This is an optimization exercise on Yosys and OpenROAD, whose aim is small area, not a production implementation.
In this exercise RTL edits were held to simulation tests only and were not proved equivalent to the original.
Power and IR drop assume default switching activity.

P:
==> flow/design.v <==
localparam[3:0] AND_OP = 4'b0000;
localparam[3:0] OR_OP = 4'b0001;
localparam[3:0] ADD_OP = 4'b0010;
localparam[3:0] SUB_OP = 4'b0110;
localparam[3:0] LESS_OP = 4'b0111;
localparam[3:0] RIGHT_L_OP = 4'b1000;
localparam[3:0] LEFT_L_OP = 4'b1001;
localparam[3:0] RIGHT_AR_OP = 4'b1010;
localparam[3:0] XOR_OP = 4'b1101;
`timescale 1 ns / 1 ps
module OneShot(clk, rst, in, os);
	input wire logic clk;
	input wire logic rst;
	input wire logic in;
	output logic os;
	logic nz;
	always_ff @(posedge clk) begin
		nz <= !rst && in;
		os <= !rst && in && !nz;
	end
endmodule
`timescale 1 ns / 1 ps
module alu(op1, op2, alu_op, zero, result);
	input wire logic [31:0] op1, op2;
	input wire logic [3:0] alu_op;
	output logic zero;
	output logic [31:0] result;
	logic sub, left, arith;
	logic [31:0] bx, sum, ain, sh, shrev;
	logic slt;
	assign sub   = (alu_op == SUB_OP) || (alu_op == LESS_OP);
	assign left  = (alu_op == LEFT_L_OP);
	assign arith = (alu_op == RIGHT_AR_OP);
	assign bx  = op2 ^ {32{sub}};
	assign sum = op1 + bx + {31'd0, sub};
	assign slt = (op1[31] ^ op2[31]) ? op1[31] : sum[31];
	always_comb begin
		for (int i = 0; i < 32; i++) ain[i] = left ? op1[31-i] : op1[i];
	end
	assign sh = $unsigned($signed({arith & op1[31], ain}) >>> op2[4:0]);
	always_comb begin
		for (int i = 0; i < 32; i++) shrev[i] = sh[31-i];
	end
	always_comb begin
		case (alu_op)
			AND_OP:      result = op1 & op2;
			OR_OP:       result = op1 | op2;
			XOR_OP:      result = op1 ^ op2;
			LESS_OP:     result = {31'd0, slt};
			RIGHT_L_OP:  result = sh;
			RIGHT_AR_OP: result = sh;
			LEFT_L_OP:   result = shrev;
			default:     result = sum;
		endcase
		zero = (result == 32'd0);
	end
endmodule
`timescale 1 ns / 1 ps
module regfile(clk, readReg1, readReg2, writeReg, writeData, write, readData1, readData2);
	input wire logic clk, write;
	input wire logic [4:0] readReg1, readReg2, writeReg;
	input wire logic [31:0] writeData;
	output logic [31:0] readData1, readData2;
	function automatic logic [4:0] add31(input logic [4:0] a, input logic [4:0] b);
		logic [5:0] s;
		s = {1'b0, a} + {1'b0, b};
		add31 = s[4:0] + {4'd0, s[5]};
	endfunction
	logic [31:0] row[0:30];         
	logic [4:0] z;                  
	logic wr;                       
	logic pv;                       
	logic [4:0] pa;                 
	logic [31:0] pd;                
	logic [4:0] prow;               
	logic commit;                   
	logic [15:0] en;                
	logic [31:0] rd1, rd2;          
	logic fw1, fw2;                 
	assign wr = write && writeReg != 5'd0;
	assign prow = add31(pa, z);
	assign commit = pv && prow[0];
	always_comb
		for (int k = 0; k < 16; k++)
			en[k] = commit && prow[4:1] == k;
	always_ff @(posedge clk) begin
		z <= add31(z, 5'd30);
		pv <= wr || (pv && !prow[0]);
		if (wr) begin
			pa <= writeReg;
			pd <= ~writeData;
		end
		for (int k = 0; k < 31; k++) begin
			if (k % 2 == 0)
				row[k] <= en[k/2] ? pd : row[(k + 1) % 31];
			else
				row[k] <= row[k + 1];
		end
		rd1 <= rdport(readReg1);
		rd2 <= rdport(readReg2);
		fw1 <= wr && writeReg == readReg1;
		fw2 <= wr && writeReg == readReg2;
	end
	assign readData1 = fw1 ? ~pd : rd1;
	assign readData2 = fw2 ? ~pd : rd2;
	function automatic logic [31:0] rdport(input logic [4:0] r);
		logic [4:0] rr;
		logic hit;
		logic [31:0] acc;
		rr = add31(r, z);
		hit = pv && pa == r;
		acc = {32{hit}} & ~pd;
		for (int k = 0; k < 31; k++)
			acc = acc | ({32{r != 5'd0 && !hit && rr == (k == 0 ? 5'd31 : k)}} & ~row[k]);
		rdport = acc;
	endfunction
endmodule
`timescale 1 ns / 1 ps
module regfile_top(clk, btnc, btnl, btnu, btnd, sw, led);
	input wire logic clk, btnc, btnl, btnu, btnd;
	input wire logic [15:0] sw;
	output logic [15:0] led;
	logic [14:0] Address_register;
	logic btnc_d, btnc_one;
	logic [31:0] regReadDataA, regReadDataB, writeData_in;
	logic zero_throw;
	logic [31:0] result;
	always_ff @(posedge clk) begin
		btnc_d <= btnc;
		if (btnu)
			Address_register <= 0;
		else if (btnl)
			Address_register <= sw[14:0];
	end
	OneShot osc (.clk(clk), .rst(btnu), .in(btnc_d), .os(btnc_one));
	assign writeData_in = sw[15] ? {{17{sw[14]}}, sw[14:0]} : result;
	regfile masterReg (.clk(clk), .readReg1(Address_register[4:0]), .readReg2(Address_register[9:5]),
		.writeReg(Address_register[14:10]), .writeData(writeData_in),
		.write(btnc_one), .readData1(regReadDataA), .readData2(regReadDataB));
	alu ALU1 (.op1(regReadDataA), .op2(regReadDataB), .alu_op(sw[3:0]),
		.zero(zero_throw), .result(result));
	assign led = btnd ? regReadDataA[31:16] : regReadDataA[15:0];
endmodule
export LEC_CHECK = 0
export CAP_MARGIN = 20
export CORE_MARGIN = 2
export CORE_UTILIZATION = 40
export SLEW_MARGIN = 20
create_clock -name core_clock -period 5.0 [get_ports {clk}]
run.sh (not shown) runs the stock make flow with config.mk's settings and CLKGATE_MAP_FILE= SYNTH_SCRIPT=/design/flow/synth_recipe.tcl, a recipe that flattens the netlist after the stock synthesis.
P went all the way through the flow, and no timing, DRC or antenna check failed.
> inputs changed (P -> Q)
# P
export LEC_CHECK = 0
export CAP_MARGIN = 20
export CORE_MARGIN = 2
export CORE_UTILIZATION = 40
export SLEW_MARGIN = 20
create_clock -name core_clock -period 5.0 [get_ports {clk}]
# Q
export LEC_CHECK = 0
export CAP_MARGIN = 20
export CORE_MARGIN = 2
export CORE_UTILIZATION = 60
export GPL_TIMING_DRIVEN = 0
export SLEW_MARGIN = 20
create_clock -name core_clock -period 5.0 [get_ports {clk}]
NOTE horizontal die dimension P->Q decreased by more than 10%. For the effective utilization at floorplan, Q came in 20 points higher than P did. Per the comparison of Q with P, post-placement setup slack dropped 2060 ps; area after detailed placement shrank by 5.6%; cell area after synthesis about even; synthesized netlist cell count held. Basic-gate share of the synthesized area counting and, or, nand and nor cells: Q vs P identical. Q did not finish; a tool error ended it in 5_1_grt. Post-placement cell count, P and Q: lower on Q. On post-cts gate resize count: between P and Q, it ends up higher for Q. As far as number of distinct library cells after synthesis goes, P and Q are indistinguishable; the numbers are identical. Comparing P against Q, there is no change at all in register area share after synthesis.
diff inputs: Q => R
# Q
export LEC_CHECK = 0
export CAP_MARGIN = 20
export CORE_MARGIN = 2
export CORE_UTILIZATION = 60
export GPL_TIMING_DRIVEN = 0
export SLEW_MARGIN = 20
create_clock -name core_clock -period 5.0 [get_ports {clk}]
# R
export LEC_CHECK = 0
export CAP_MARGIN = 20
export CORE_MARGIN = 2
export CORE_UTILIZATION = 40
export CTS_CLUSTER_DIAMETER = 100
export CTS_CLUSTER_SIZE = 30
export SLEW_MARGIN = 20
create_clock -name core_clock -period 5.0 [get_ports {clk}]
==> comparison <==
R ended with every stage complete and zero timing, DRC or antenna violations. Horizontal extent of the die in R vs Q: up about 22%. Number of cells in the design after placement: R higher than Q. Between R and Q, the area after detailed placement is higher for R. For the post-placement worst setup slack, R came in 2060 ps higher than Q did. Relative to Q, post-cts resize count decreased by 398 in R. Count of input and output buffers sits higher in R than in Q. In R, the maximum level of the CTS H-tree came out 1 below the value in Q. Re synthesized cell count: no difference whatsoever between Q and R. R vs Q on number of clock buffers inserted by TritonCTS: R is the lower one.

* * *

zinc:
Another version of the RTL of regfile_top (not shown whole).
For scale: ~1,100 flip-flops, ~49,000 um^2 of cells after synthesis.
Settings: LEC_CHECK=0, CAP_MARGIN=0, CORE_MARGIN=2, CORE_UTILIZATION=40, CTS_CLUSTER_DIAMETER=80, CTS_CLUSTER_SIZE=24, SLEW_MARGIN=0; clock period 5.0 ns.
Changes in willow relative to zinc:
--- a/flow/config.mk
+++ b/flow/config.mk
@@ -8 +8 @@
-export CAP_MARGIN = 0
+export CAP_MARGIN = 20
@@ -10 +10 @@
-export CORE_UTILIZATION = 40
+export CORE_UTILIZATION = 50
@@ -13 +13 @@
-export SLEW_MARGIN = 0
+export SLEW_MARGIN = 20
Results
- willow ended with less layout overhead on the synthesized area than zinc.
- met1 track demand over resource in global routing came out higher on willow than on zinc.
- Of the two candidates, zinc has the worse setup slack and willow the better one.
- Against zinc, willow comes in 7 higher on critical path depth.
- Delta (willow minus zinc): cell area lower, net count reported at finish lower, static leakage lower.
The inputs of quartz differ from those of willow as listed below.
--- a/flow/config.mk
+++ b/flow/config.mk
@@ -10 +10 @@
-export CORE_UTILIZATION = 50
+export CORE_UTILIZATION = 35
==> comparison <==
- On via count: between quartz and willow, it ends up higher for willow.
- Compared willow against quartz; cell internal power dissipation within noise.
- quartz vs willow, capturing element of the worst setup path: masterReg.rd1[7]$_DFF_P_ vs masterReg.pd[29]$_DFFE_PP_
- The required time at the worst-slack endpoint of quartz exceeds that of willow by 0.04 ns.
- quartz ends up with lower weighted congestion reported at the end of routability-driven placement than willow does.
- quartz — number of inserted filler cells in the final layout 56% higher, willow as reference
- Detailed-route wire length: lower on willow
--- input diff quartz..pepper ---
--- a/flow/config.mk
+++ b/flow/config.mk
@@ -10 +10 @@
-export CORE_UTILIZATION = 35
+export CORE_UTILIZATION = 50
@@ -12,0 +13 @@
+export PLACE_DENSITY = 0.7
==> run summary <==
- Between quartz and pepper, the power attributed to combinational cells figures differ only marginally.
- Compare pepper and quartz | setup slack higher: quartz
- Diff quartz -> pepper: layout buffer count excluding clock buffers went down 20; instance area after placement lost 790 um^2; number of levels in the clock H-tree now sits at about the same level.
- Of pepper and quartz, quartz shows the lower total iterations of the first detailed-routing run, with pepper above it.
- Routing usage on met3 ended up 7.6 points higher on pepper than on quartz.
- Of pepper and quartz, the run reporting the higher net switching component of the power was quartz.
- Changes observed in pepper relative to quartz: register share of total power higher, number of standard cells in the final layout excluding fillers now smaller.
- NOTE count of fill cells added during filler insertion quartz->pepper decreased by more than a quarter

==> separate check: timing with driven ports <==
How much do the figures lean on ideal ports? The routed layouts below were timed once more, with nothing changed but the port constraints.
Step 1: set_driving_cell puts a clkbuf_16 on clk and a buf_2 on each other input, an assumption about the parent block.
Step 2 times the ports against the registers' clock, not the clock port: input delays grow and output delays shrink by t, the midpoint of the rising clock arrivals with the driver on.
Slacks: no drivers / after step 1 / after step 2; pairs: no drivers / after step 1.
run | t, ns | slack for setup (ns) | latest minus earliest clock arrival (ns) | slew at the worst register clock pin (ns) | worst slew at a driven data input, ns
P | 0.832 | 0.190 / 0.190 / -0.211 | 0.043 / 0.043 | 0.07 / 0.07 | 0.04
R | 0.784 | 0.150 / 0.150 / -0.013 | 0.060 / 0.060 | 0.12 / 0.12 | 0.04
zinc | 0.804 | 0.365 / 0.295 / 0.074 | 0.060 / 0.060 | 0.10 / 0.10 | 0.06
willow | 0.796 | 0.428 / 0.428 / -0.055 | 0.029 / 0.029 | 0.10 / 0.10 | 0.04
quartz | 0.825 | 0.563 / 0.563 / 0.008 | 0.067 / 0.067 | 0.10 / 0.10 | 0.07
pepper | 0.778 | 0.400 / 0.332 / -0.290 | 0.039 / 0.038 | 0.10 / 0.10 | 0.08
With both steps, setup timing fails in P, R, willow and pepper, where it was met with ideal ports. The setup slack of pepper, which loses most, moves by -0.068 ns with the drivers and by -0.690 ns with both steps.
